From an optimization exercise on the open Yosys and OpenROAD flow, aimed at small area, a short achievable clock period and few clock cycles per item; shortcuts taken in it are not production practice. Where RTL was checked, it was by simulation tests only, not by an equivalence proof against the original. Power figures rest on the tool's default switching activity, not on a simulated workload.

==> flow/design.v <==
module conv_single(input [8:0] kernel, input [8:0] window, output act_sign);
wire [8:0] m = kernel ~^ window;
wire sa = m[0] ^ m[1] ^ m[2];
wire ca = (m[0] & m[1]) | (m[0] & m[2]) | (m[1] & m[2]);
wire sb = m[3] ^ m[4] ^ m[5];
wire cb = (m[3] & m[4]) | (m[3] & m[5]) | (m[4] & m[5]);
wire e5 = ca & cb & (sa | sb);
wire e4 = (ca & cb) | ((ca | cb) & sa & sb);
wire e3 = (ca & cb) | ((ca | cb) & (sa | sb));
wire e2 = ca | cb | (sa & sb);
wire l1 = m[6] | m[7] | m[8];
wire l2 = (m[6] & m[7]) | (m[6] & m[8]) | (m[7] & m[8]);
wire l3 = m[6] & m[7] & m[8];
assign act_sign = e5 | (e4 & l1) | (e3 & l2) | (e2 & l3);
endmodule
module pipelined_conv(
	input clk,
	input [15:0] input_row,
	input [8:0] weights_in,
	input m12, m16,		 
	output reg [13:0] conv_out);
reg [15:0] R1, R2;
reg [8:0] K;
wire [13:0] sign_acts;
always @(posedge clk) begin
	R1 <= input_row;
	R2 <= R1;
	K <= weights_in;
end
genvar k;
generate
	for (k = 0; k < 14; k = k + 1) begin : g_conv
		conv_single u(.kernel(K),
			.window({input_row[k+2:k], R1[k+2:k], R2[k+2:k]}),
			.act_sign(sign_acts[k]));
	end
endgenerate
always @(posedge clk)
	conv_out <= {sign_acts[13:10] & {4{m16}}, sign_acts[9:8] & {2{m12}}, sign_acts[7:0]};
endmodule
module controller(input reset_b,
		  input clk,
		  input dut_run,
		  input [15:0] input_mdr,
		  output reg busy_out,
		  output reg output_write_en,
		  output reg [11:0] input_mar,
		  output reg [11:0] output_mar,
		  output reg m12, m16
		 );
localparam [1:0] ROW = 2'd0, DIMA = 2'd1, DIMD = 2'd2, DONE = 2'd3;
reg busy;		 
reg [1:0] st;
reg [3:0] c;		 
reg v;			 
wire idle = !busy;
wire is_row = busy && st == ROW;
wire is_dimd = busy && st == DIMD;
wire zero = !(input_mdr[3] | input_mdr[4]);
wire last = c[3] & c[0] & (!m12 | c[1] & (!m16 | c[2]));
wire done = st[1] & (st[0] | zero);
always @(posedge clk or negedge reset_b)
	if (!reset_b) begin
		busy <= 1'b0;
		busy_out <= 1'b0;
		v <= 1'b0;
		output_write_en <= 1'b0;
	end else begin
		v <= is_row && (c[3] | c[2] | c[1]);
		output_write_en <= v;
		busy_out <= busy ? !done : dut_run;
		if (idle)
			busy <= dut_run;
		else if (st == DONE || (st == DIMD && zero))
			busy <= 1'b0;
	end
always @(posedge clk) begin
	if (idle) st <= zero ? DONE : ROW;
	else case (st)
		ROW: if (last) st <= DIMA;
		DIMA: st <= DIMD;
		DIMD: st <= ROW;
		DONE: st <= ROW;
	endcase
	if (idle) input_mar <= {10'd0, dut_run, 1'b0};
	else input_mar <= input_mar + {10'd0, is_row & last, !(is_row & last)};
	if (idle) output_mar <= 12'd0;
	else if (output_write_en) output_mar <= output_mar + 12'd1;
	c <= (is_row | is_dimd) ? c + 4'd1 : 4'd0;
	if (idle | is_dimd) begin
		m16 <= input_mdr[4];
		m12 <= input_mdr[4] | input_mdr[2];
	end
end
endmodule
module top_without_mem(input dut_run, reset_b, clk,
		       output dut_busy,
		       input[15:0] sram_dut_read_data, wmem_dut_read_data,
		       output[15:0] dut_sram_write_data,
		       output[11:0] dut_sram_write_address, dut_sram_read_address,
		       output[11:0] dut_wmem_read_address, output dut_sram_write_enable
			);
wire m12, m16;
wire [13:0] conv_out;
controller u1(.reset_b(reset_b), .clk(clk), .dut_run(dut_run),
		.input_mdr(sram_dut_read_data), .busy_out(dut_busy),
		.output_write_en(dut_sram_write_enable),
		.input_mar(dut_sram_read_address),
		.output_mar(dut_sram_write_address),
		.m12(m12), .m16(m16));
pipelined_conv u2(.clk(clk), .input_row(sram_dut_read_data),
		.weights_in(wmem_dut_read_data[8:0]),
		.m12(m12), .m16(m16), .conv_out(conv_out));
assign dut_wmem_read_address = 12'd1;
assign dut_sram_write_data = {2'b0, conv_out};
endmodule
==> flow/config.mk <==
export PLATFORM = sky130hd
export DESIGN_NAME = top_without_mem
export DESIGN_NICKNAME = top_without_mem
export VERILOG_FILES = /design/flow/design.v
export SDC_FILE = /design/flow/constraint.sdc
export NUM_CORES = 4
export LEC_CHECK = 0
export CAP_MARGIN = 20
export CORE_MARGIN = 2
export CORE_UTILIZATION = 60
export PLACE_DENSITY = 0.8
export SETUP_SLACK_MARGIN = 4.2
export SLEW_MARGIN = 20
==> flow/constraint.sdc <==
create_clock -name core_clock -period 6.5 [get_ports {clk}]
set_input_delay 1.3000 -clock core_clock [delete_from_list [all_inputs] [get_ports {clk}]]
set_output_delay 1.3000 -clock core_clock [all_outputs]
set_load 0.01 [all_outputs]
standard.sh (not shown) runs the stock make flow with config.mk's settings and CLKGATE_MAP_FILE= SYNTH_SCRIPT=/design/flow/synth_recipe.tcl, a recipe that flattens the netlist after the stock synthesis.
==> flow/flow/run.sh <==
#!/bin/bash
# The standard layout, with two changes: ABC maps the logic with an area-oriented script
# (flow/abc.script, through flow/synth.tcl), and the ports get plain buffers, not delay cells.
set -euo pipefail
W=$(pwd)
export BUFFER_PORTS_ARGS="-buffer_cell sky130_fd_sc_hd__buf_1"
export FLOW_ABC_SCRIPT="$W/flow/abc.script"
bash standard.sh SYNTH_SCRIPT="$W/flow/synth.tcl" finish > standard.log 2>&1
==> flow/flow/abc.script <==
&get -n
&st
&dch
&nf -a
&put
topo
stime -c
==> flow/flow/synth.tcl <==
# synth_recipe.tcl (the standard synthesis script), except that ABC maps the logic with
# flow/abc.script instead of ORFS's abc_speed.script. Registers are mapped before ABC runs,
# so they are the standard synthesis's.
proc synth {args} { yosys synth -nofsm -noshare {*}$args }
proc abc {args} {
  set i [lsearch $args -script]
  if {$i >= 0} { set args [lreplace $args [expr {$i+1}] [expr {$i+1}] $::env(FLOW_ABC_SCRIPT)] }
  yosys abc {*}$args
}
source $::env(SCRIPTS_DIR)/synth.tcl
# left out here: clear keep_hierarchy, flatten, clean up, hide names made inside functions, write 1_2_yosys.v
Testbench counts at the start, summed over its fixed seeds: cycles 42,580, items 33,100.
Change:
--- a/flow/design.v
+++ b/flow/design.v
@@ -50,17 +50,19 @@
 		 );
 localparam [1:0] ROW = 2'd0, DIMA = 2'd1, DIMD = 2'd2, DONE = 2'd3;
 reg busy;		 
 reg [1:0] st;
 reg [3:0] c;		 
 reg v;			 
+reg last;		 
 wire idle = !busy;
 wire is_row = busy && st == ROW;
 wire is_dimd = busy && st == DIMD;
 wire zero = !(input_mdr[3] | input_mdr[4]);
-wire last = c[3] & c[0] & (!m12 | c[1] & (!m16 | c[2]));
+wire next_last = c[3] & !c[0] & (!m12 | c[1] & (!m16 | c[2]));
+wire skip = is_row & last;
 wire done = st[1] & (st[0] | zero);
 always @(posedge clk or negedge reset_b)
 	if (!reset_b) begin
 		busy <= 1'b0;
 		busy_out <= 1'b0;
 		v <= 1'b0;
@@ -80,16 +82,20 @@
 		ROW: if (last) st <= DIMA;
 		DIMA: st <= DIMD;
 		DIMD: st <= ROW;
 		DONE: st <= ROW;
 	endcase
 	if (idle) input_mar <= {10'd0, dut_run, 1'b0};
-	else input_mar <= input_mar + {10'd0, is_row & last, !(is_row & last)};
+	else begin
+		input_mar[0] <= input_mar[0] ^ !skip;
+		input_mar[11:1] <= input_mar[11:1] + (input_mar[0] | skip);
+	end
 	if (idle) output_mar <= 12'd0;
 	else if (output_write_en) output_mar <= output_mar + 12'd1;
 	c <= (is_row | is_dimd) ? c + 4'd1 : 4'd0;
+	last <= is_row & next_last;
 	if (idle | is_dimd) begin
 		m16 <= input_mdr[4];
 		m12 <= input_mdr[4] | input_mdr[2];
 	end
 end
 endmodule
Critical path depth is unchanged.
Hold slack degrades by 0.0031 ns.
Sequential share of layout area increases by 0.60 points.
Design area decreases by 1.2%.
Routed wire length decreases by 7.0%.
Clock power increases by about 5%.
Die area decreases by 0.77%.
Testbench counts after the change, summed over its fixed seeds: cycles 42,580, items 33,100.

---

## yarrow
RTL: the design.v shown in full above, as it stands there.
Settings: LEC_CHECK=0, CAP_MARGIN=20, CORE_MARGIN=2, CORE_UTILIZATION=60, SETUP_SLACK_MARGIN=4.2, SLEW_MARGIN=20; clock period 6.5 ns.
Scripts as last shown in full above: flow/flow/run.sh, flow/flow/abc.script, flow/flow/synth.tcl
Testbench counts of yarrow, summed over its fixed seeds: cycles 42,580, items 33,100.
The inputs of onyx differ from those of yarrow as listed below.
--- a/flow/design.v
+++ b/flow/design.v
@@ -4,14 +4,11 @@
 wire ca = (m[0] & m[1]) | (m[0] & m[2]) | (m[1] & m[2]);
 wire sb = m[3] ^ m[4] ^ m[5];
 wire cb = (m[3] & m[4]) | (m[3] & m[5]) | (m[4] & m[5]);
-wire e5 = ca & cb & (sa | sb);
-wire e4 = (ca & cb) | ((ca | cb) & sa & sb);
-wire e3 = (ca & cb) | ((ca | cb) & (sa | sb));
-wire e2 = ca | cb | (sa & sb);
+wire c2 = ca & cb, c1 = ca | cb, s2 = sa & sb, s1 = sa | sb;
 wire l1 = m[6] | m[7] | m[8];
 wire l2 = (m[6] & m[7]) | (m[6] & m[8]) | (m[7] & m[8]);
 wire l3 = m[6] & m[7] & m[8];
-assign act_sign = e5 | (e4 & l1) | (e3 & l2) | (e2 & l3);
+assign act_sign = (c2 & (s1 | l1)) | (c1 & ((s2 & l1) | (s1 & l2) | l3)) | (s2 & l3);
 endmodule
 module pipelined_conv(
 	input clk,
@@ -42,14 +39,13 @@
 		  input clk,
 		  input dut_run,
 		  input [15:0] input_mdr,
-		  output reg busy_out,
+		  output reg busy,
 		  output reg output_write_en,
 		  output reg [11:0] input_mar,
 		  output reg [11:0] output_mar,
 		  output reg m12, m16
 		 );
 localparam [1:0] ROW = 2'd0, DIMA = 2'd1, DIMD = 2'd2, DONE = 2'd3;
-reg busy;		 
 reg [1:0] st;
 reg [3:0] c;		 
 reg v;			 
@@ -58,30 +54,29 @@
 wire is_dimd = busy && st == DIMD;
 wire zero = !(input_mdr[3] | input_mdr[4]);
 wire last = c[3] & c[0] & (!m12 | c[1] & (!m16 | c[2]));
-wire done = st[1] & (st[0] | zero);
 always @(posedge clk or negedge reset_b)
 	if (!reset_b) begin
 		busy <= 1'b0;
-		busy_out <= 1'b0;
+		st <= ROW;
 		v <= 1'b0;
 		output_write_en <= 1'b0;
 	end else begin
 		v <= is_row && (c[3] | c[2] | c[1]);
 		output_write_en <= v;
-		busy_out <= busy ? !done : dut_run;
-		if (idle)
+		if (idle) begin
 			busy <= dut_run;
-		else if (st == DONE || (st == DIMD && zero))
-			busy <= 1'b0;
+			st <= zero ? DONE : ROW;
+		end else case (st)
+			ROW: if (last) st <= DIMA;
+			DIMA: st <= DIMD;
+			DIMD: begin
+				st <= ROW;
+				if (zero) busy <= 1'b0;
+			end
+			DONE: busy <= 1'b0;
+		endcase
 	end
 always @(posedge clk) begin
-	if (idle) st <= zero ? DONE : ROW;
-	else case (st)
-		ROW: if (last) st <= DIMA;
-		DIMA: st <= DIMD;
-		DIMD: st <= ROW;
-		DONE: st <= ROW;
-	endcase
 	if (idle) input_mar <= {10'd0, dut_run, 1'b0};
 	else input_mar <= input_mar + {10'd0, is_row & last, !(is_row & last)};
 	if (idle) output_mar <= 12'd0;
@@ -103,7 +98,7 @@
 wire m12, m16;
 wire [13:0] conv_out;
 controller u1(.reset_b(reset_b), .clk(clk), .dut_run(dut_run),
-		.input_mdr(sram_dut_read_data), .busy_out(dut_busy),
+		.input_mdr(sram_dut_read_data), .busy(dut_busy),
 		.output_write_en(dut_sram_write_enable),
 		.input_mar(dut_sram_read_address),
 		.output_mar(dut_sram_write_address),
Notes after the runs:
Across yarrow and onyx, none had a timing, DRC or antenna violation.
Compared with yarrow, onyx shows a count of inverters not on the clock network in the layout that is 1 higher.
Looking only at maximum clock rate, and setting everything else aside, the lower value of yarrow and onyx goes to onyx.
Comparing yarrow and onyx, the lower die area was measured on onyx.
Changes observed in onyx relative to yarrow: count of placed standard cells in the final layout, fillers left out shows no meaningful change; number of combinational gates with multiple inputs level; combinational fraction of design power increased 1.2 points; worst IR drop on VDD shows an increase of 0.078 mV.
yarrow has higher global-route wire length before repair than onyx.
onyx vs yarrow: wire length per cell up by a few percent
[onyx vs yarrow] clock share of power: lower in onyx
Testbench counts of onyx, summed over its fixed seeds: cycles 42,580, items 33,100.

---

Another version of the RTL of top_without_mem (not shown whole).
Size in the first run: ~720 cells after synthesis, roughly 90 flip-flops, about 6100 um^2 of cells after synthesis.
==> module controller, before the edit <==
module controller(input reset_b,
		  input clk,
		  input dut_run,
		  input [15:0] input_mdr,
		  output reg busy,
		  output reg output_write_en,
		  output reg [11:0] input_mar,
		  output reg [11:0] output_mar,
		  output reg m12, m16
		 );
localparam [1:0] ROW = 2'd0, DIMA = 2'd1, DIMD = 2'd2, DONE = 2'd3;
reg [1:0] st;
reg [3:0] c;		 
reg v;			 
wire idle = !busy;
wire is_row = busy && st == ROW;
wire is_dimd = busy && st == DIMD;
wire zero = !(input_mdr[3] | input_mdr[4]);
wire last = c[3] & c[0] & (!m12 | c[1] & (!m16 | c[2]));
always @(posedge clk or negedge reset_b)
	if (!reset_b) begin
		busy <= 1'b0;
		st <= ROW;
		v <= 1'b0;
		output_write_en <= 1'b0;
	end else begin
		v <= is_row && (c[3] | c[2] | c[1]);
		output_write_en <= v;
		if (idle) begin
			busy <= dut_run;
			st <= zero ? DONE : ROW;
		end else case (st)
			ROW: if (last) st <= DIMA;
			DIMA: st <= DIMD;
			DIMD: begin
				st <= ROW;
				if (zero) busy <= 1'b0;
			end
			DONE: busy <= 1'b0;
		endcase
	end
always @(posedge clk) begin
	if (idle) input_mar <= {10'd0, dut_run, 1'b0};
	else input_mar <= input_mar + {10'd0, is_row & last, !(is_row & last)};
	if (idle) output_mar <= 12'd0;
	else if (output_write_en) output_mar <= output_mar + 12'd1;
	c <= (is_row | is_dimd) ? c + 4'd1 : 4'd0;
	if (idle | is_dimd) begin
		m16 <= input_mdr[4];
		m12 <= input_mdr[4] | input_mdr[2];
	end
end
endmodule
Settings: LEC_CHECK=0, CAP_MARGIN=20, CORE_MARGIN=2, CORE_UTILIZATION=60, SETUP_SLACK_MARGIN=4.2, SLEW_MARGIN=20; clock period 6.5 ns.
==> flow/flow/run.sh <==
#!/bin/bash
# The standard layout, with plain buffers (not delay cells) on the ports.
set -euo pipefail
export BUFFER_PORTS_ARGS="-buffer_cell sky130_fd_sc_hd__buf_2"
bash standard.sh > standard.log 2>&1
Testbench counts at the start, summed over its fixed seeds: cycles 42,580, items 33,100.
Rerun with:
--- a/flow/design.v
+++ b/flow/design.v
@@ -55,11 +55,11 @@
 reg [3:0] c;		 
 reg v;			 
 wire idle = !busy;
 wire is_row = busy && st == ROW;
 wire is_dimd = busy && st == DIMD;
-wire zero = !(input_mdr[3] | input_mdr[4]);
+wire zero = input_mdr == 16'd0;
 wire last = c[3] & c[0] & (!m12 | c[1] & (!m16 | c[2]));
 always @(posedge clk or negedge reset_b)
 	if (!reset_b) begin
 		busy <= 1'b0;
 		st <= ROW;
Wire length climbs by a few percent.
Clock skew is about the same.
Die area stays flat.
Final area shrinks slightly.
Via count falls slightly.
Setup slack gets better by 62 ps.
Area after synthesis barely changes.
Global-route usage increases by 0.98 points.
Utilization shrinks by 0.86 points.
Total power drops slightly.
Fmax goes up by a few percent.
Register-to-register slack stays flat.
Final cell count fell slightly.
No functional check of the RTL was part of the second run of this note.

---

top_without_mem, a different RTL version from the one above (not shown whole).
Size in the first run: roughly 90 flip-flops, ~89 I/O pins.
==> module conv_single, before the edit <==
module conv_single(input [8:0] kernel, input [8:0] window, output act_sign);
wire [8:0] m = kernel ~^ window;
wire sa = m[0] ^ m[1] ^ m[2];
wire ca = (m[0] & m[1]) | (m[0] & m[2]) | (m[1] & m[2]);
wire sb = m[3] ^ m[4] ^ m[5];
wire cb = (m[3] & m[4]) | (m[3] & m[5]) | (m[4] & m[5]);
wire e5 = ca & cb & (sa | sb);
wire e4 = (ca & cb) | ((ca | cb) & sa & sb);
wire e3 = (ca & cb) | ((ca | cb) & (sa | sb));
wire e2 = ca | cb | (sa & sb);
wire l1 = m[6] | m[7] | m[8];
wire l2 = (m[6] & m[7]) | (m[6] & m[8]) | (m[7] & m[8]);
wire l3 = m[6] & m[7] & m[8];
assign act_sign = e5 | (e4 & l1) | (e3 & l2) | (e2 & l3);
endmodule
==> flow/config.mk <==
export PLATFORM = sky130hd
export DESIGN_NAME = top_without_mem
export DESIGN_NICKNAME = top_without_mem
export VERILOG_FILES = /design/flow/design.v
export SDC_FILE = /design/flow/constraint.sdc
export NUM_CORES = 4
export LEC_CHECK = 0
export CAP_MARGIN = 20
export CORE_MARGIN = 2
export CORE_UTILIZATION = 60
export SETUP_SLACK_MARGIN = 4.3
export SLEW_MARGIN = 20
==> flow/constraint.sdc <==
create_clock -name core_clock -period 6.5 [get_ports {clk}]
set_input_delay 1.3000 -clock core_clock [delete_from_list [all_inputs] [get_ports {clk}]]
set_output_delay 1.3000 -clock core_clock [all_outputs]
set_load 0.01 [all_outputs]
==> flow/flow/run.sh <==
#!/bin/bash
# The standard layout, with plain buffers (not delay cells) on the ports.
set -euo pipefail
export BUFFER_PORTS_ARGS="-buffer_cell sky130_fd_sc_hd__buf_1"
bash standard.sh > standard.log 2>&1
==> next run, changes <==
--- a/flow/design.v
+++ b/flow/design.v
@@ -1,17 +1,19 @@
 module conv_single(input [8:0] kernel, input [8:0] window, output act_sign);
 wire [8:0] m = kernel ~^ window;
-wire sa = m[0] ^ m[1] ^ m[2];
-wire ca = (m[0] & m[1]) | (m[0] & m[2]) | (m[1] & m[2]);
-wire sb = m[3] ^ m[4] ^ m[5];
-wire cb = (m[3] & m[4]) | (m[3] & m[5]) | (m[4] & m[5]);
-wire e5 = ca & cb & (sa | sb);
-wire e4 = (ca & cb) | ((ca | cb) & sa & sb);
-wire e3 = (ca & cb) | ((ca | cb) & (sa | sb));
-wire e2 = ca | cb | (sa & sb);
-wire l1 = m[6] | m[7] | m[8];
-wire l2 = (m[6] & m[7]) | (m[6] & m[8]) | (m[7] & m[8]);
-wire l3 = m[6] & m[7] & m[8];
-assign act_sign = e5 | (e4 & l1) | (e3 & l2) | (e2 & l3);
+wire a1 = m[0] | m[1] | m[2];
+wire a2 = (m[0] & m[1]) | (m[0] & m[2]) | (m[1] & m[2]);
+wire a3 = m[0] & m[1] & m[2];
+wire b1 = m[3] | m[4] | m[5];
+wire b2 = (m[3] & m[4]) | (m[3] & m[5]) | (m[4] & m[5]);
+wire b3 = m[3] & m[4] & m[5];
+wire c1 = m[6] | m[7] | m[8];
+wire c2 = (m[6] & m[7]) | (m[6] & m[8]) | (m[7] & m[8]);
+wire c3 = m[6] & m[7] & m[8];
+wire t2 = a2 | b2 | (a1 & b1);
+wire t3 = a3 | b3 | (a2 & b1) | (a1 & b2);
+wire t4 = (a3 & b1) | (a2 & b2) | (a1 & b3);
+wire t5 = (a3 & b2) | (a2 & b3);
+assign act_sign = t5 | (t4 & c1) | (t3 & c2) | (t2 & c3);
 endmodule
 module pipelined_conv(
 	input clk,
=>
- The changed run produced a clean layout
- setup slack degrades by 0.10 ns
- worst hold slack degrades by 0.010 ns
- wire length grows by about 5%
- global-route usage grows by 1.3 points
- total power shrinks by 14%
- register-to-register slack improves by 0.03 ns
- clock power grows by about 4%
- via count grows by 8.4%
- utilization shrinks by 4.2 points
- cell count grows by 7.1%
- first-iteration DRC count grows by about 35%
- combinational power shrinks by about 30%
Testbench counts after the change, summed over its fixed seeds: cycles 42,580, items 33,100.
For the first run of this note, only the layout was checked, not whether the RTL still works.

## separate check: timing with driven ports
The flow's constraints put no driver on any port. The routed layouts listed below were extracted and timed again, unchanged, in two steps.
Step 1 (the two cells are an assumption about what drives the block):
set clk [get_ports {clk}]
set_driving_cell -lib_cell sky130_fd_sc_hd__clkbuf_16 $clk
set_driving_cell -lib_cell sky130_fd_sc_hd__buf_2 [delete_from_list [all_inputs] $clk]
Step 2 times the ports against the registers' clock, not the clock port: input delays grow and output delays shrink by t, the midpoint of the rising clock arrivals with the driver on.
Slacks: ideal / step 1 / step 2; pairs: ideal / step 1.
run | t (ns) | setup slack, ns | latest minus earliest clock arrival (ns) | slew at the worst register clock pin (ns) | worst data-port slew with drivers (ns)
the first run of note 1 | 0.393 | 4.259 / 4.225 / 4.075 | 0.007 / 0.007 | 0.09 / 0.09 | 0.04
the second run of note 1 | 0.382 | 4.249 / 4.214 / 4.085 | 0.013 / 0.013 | 0.10 / 0.10 | 0.04
yarrow | 0.393 | 4.262 / 4.228 / 4.024 | 0.012 / 0.011 | 0.10 / 0.10 | 0.04
onyx | 0.381 | 4.236 / 4.202 / 3.925 | 0.011 / 0.011 | 0.09 / 0.09 | 0.03
the first run of note 3 | 0.404 | 4.146 / 4.110 / 3.904 | 0.011 / 0.011 | 0.10 / 0.10 | 0.03
the second run of note 3 | 0.408 | 4.208 / 4.173 / 3.831 | 0.013 / 0.013 | 0.10 / 0.10 | 0.04
the first run of note 4 | 0.387 | 4.295 / 4.262 / 3.946 | 0.013 / 0.014 | 0.10 / 0.10 | 0.04
the second run of note 4 | 0.395 | 4.194 / 4.158 / 3.958 | 0.015 / 0.015 | 0.10 / 0.10 | 0.05
After both steps setup and hold are still met in every run listed. For the second run of note 3, which loses most, drivers alone change the setup slack by -0.035 ns; drivers and shift together by -0.377 ns.
